This is an optimization exercise on Yosys and OpenROAD, whose aim is small area and a short achievable clock period, not a production implementation. Function was checked by simulation only, so behaviour that the tests miss may differ from the original. Power and IR drop assume default switching activity.

build 35:
// datapath
module datapath (clk, writenum, readnum, write, datapath_in, vsel, loada, loadb, loadc, shift, asel, bsel, ALUop, loads, Z_out, datapath_out);
Size in the first run: ~760 cells after synthesis, about 52 I/O pins, ~9100 um2 of cells after synthesis.
Settings: LEC_CHECK=0, CAP_MARGIN=20, CORE_MARGIN=2, CORE_UTILIZATION=50, CTS_BUF_LIST=sky130_fd_sc_hd__clkbuf_4 sky130_fd_sc_hd__clkbuf_8, SETUP_SLACK_MARGIN=2.9, SLEW_MARGIN=20, SYNTH_HIERARCHICAL=1, SYNTH_MINIMUM_KEEP_SIZE=0; clock period 5.5 ns.
standard.sh (not shown) runs the stock make flow with config.mk's settings and CLKGATE_MAP_FILE= SYNTH_SCRIPT=/design/flow/synth_recipe.tcl, a recipe that flattens the netlist after the stock synthesis.
==> flow/flow/run.sh <==
#!/bin/bash
# The standard layout (standard.sh), with every input and output port
# buffered by a buf_2 cell instead of the buffer the resizer picks by default.
set -euo pipefail
bash standard.sh 'BUFFER_PORTS_ARGS=-buffer_cell sky130_fd_sc_hd__buf_2' finish > make.log 2>&1
diff inputs: build 35 => build 22
- CORE_UTILIZATION: 50 -> 60
- SETUP_SLACK_MARGIN: 2.9 -> 3.0
Results
Row global routing usage summed across all routing layers: build 22 higher / build 35 lower. Taking build 35 as the reference, in build 22 die area went down, wire length shows an increase of 0.52%, fraction of the mapped netlist area in simple logic gates did not really move. Area: build 22 vs build 35 -> build 22 larger.
Setup changes, build 22 to build 44
- changing SETUP_SLACK_MARGIN from 3.0 to 2.75
Notes after the runs:
Going from build 22 to build 44, the fraction of power consumed by the clock network was found to have gone up by 1.2 points. Build 44 vs. build 22: HPWL reported at the end of detailed placement went down by 1.9%. In build 44 the overall power consumption turned out 1.4% lower than in build 22. Build 44 falls short of build 22 in maximum clock frequency. On number of global-route vias before repair: between build 22 and build 44, it ends up lower for build 44. [compare] base=build 22 new=build 44: layout-stage area growth over the synthesis result went down; tightest slew margin relative to the limit went up; wire length went down; final worst slack went down; final-stage net count went down.

* * *

amber:
Another version of the RTL of datapath (not shown whole).
Size: roughly 660 cells after synthesis, roughly 180 flip-flops, roughly 9400 sq um of cells after synthesis.
Settings: LEC_CHECK=0, CAP_MARGIN=20, CORE_MARGIN=2, CORE_UTILIZATION=70, CTS_BUF_LIST=sky130_fd_sc_hd__clkbuf_4 sky130_fd_sc_hd__clkbuf_8, CTS_CLUSTER_SIZE=30, SETUP_SLACK_MARGIN=2.8, SLEW_MARGIN=20, SYNTH_HIERARCHICAL=1, SYNTH_MINIMUM_KEEP_SIZE=0; clock period 5.5 ns.
run.sh (not shown) runs the stock make flow with config.mk's settings and CLKGATE_MAP_FILE= SYNTH_SCRIPT=/design/flow/synth_recipe.tcl, a recipe that flattens the netlist after the stock synthesis.
Stock flow here: none of the scripts above is used.
amber: done, clean on timing, DRC and antenna
### amber -> nickel
# amber
export LEC_CHECK = 0
export CAP_MARGIN = 20
export CORE_MARGIN = 2
export CORE_UTILIZATION = 70
export CTS_BUF_LIST = sky130_fd_sc_hd__clkbuf_4 sky130_fd_sc_hd__clkbuf_8
export CTS_CLUSTER_SIZE = 30
export SETUP_SLACK_MARGIN = 2.8
export SLEW_MARGIN = 20
export SYNTH_HIERARCHICAL = 1
export SYNTH_MINIMUM_KEEP_SIZE = 0
create_clock -name core_clock -period 5.5 [get_ports {clk}]
# nickel
export LEC_CHECK = 0
export CAP_MARGIN = 20
export CORE_MARGIN = 2
export CORE_UTILIZATION = 60
export SETUP_SLACK_MARGIN = 2.5
export SLEW_MARGIN = 20
export SYNTH_HIERARCHICAL = 1
export SYNTH_MINIMUM_KEEP_SIZE = 0
create_clock -name core_clock -period 5.5 [get_ports {clk}]
[summary]
nickel — cell area about 2.5% lower, amber as reference
When nickel is measured against amber, its overall power of the completed layout turns out 5.1% higher.
Die area | nickel > amber
In nickel relative to amber, total net switching power had gone up by a few percent.

[what the ideal ports hide]
The results above use ideal ports. As a check the final layouts listed here were re-extracted and re-timed, cells and wires unchanged. Step 1: set_driving_cell puts a clkbuf_16 on clk and a buf_2 on each other input, an assumption about the parent block. Step 2 times the ports against the registers' clock, not the clock port: input delays grow and output delays shrink by t, the midpoint of the rising clock arrivals with the driver on. Three values: no drivers, after step 1, after step 2; two values: the first two.
run	shift t [ns]	setup slack, ns	worst hold slack (ns)	clock arrival spread, ns	worst slew at a driven data input, ns
build 35	0.492	2.963 / 2.937 / 2.445	0.486 / 0.486 / 0.486	0.022 / 0.022	0.06
build 22	0.502	3.021 / 2.915 / 2.413	0.522 / 0.522 / 0.522	0.018 / 0.018	0.18
build 44	0.502	2.840 / 2.850 / 2.347	0.472 / 0.472 / 0.472	0.021 / 0.021	0.04
amber	0.482	2.623 / 2.559 / 2.077	0.726 / 0.726 / 0.726	0.027 / 0.027	0.17
nickel	0.466	2.566 / 2.539 / 2.073	0.678 / 0.678 / 0.678	0.012 / 0.011	0.07
After both steps setup and hold are still met in every run listed. For build 22, which loses most, drivers alone change the setup slack by -0.106 ns; drivers and shift together by -0.608 ns.
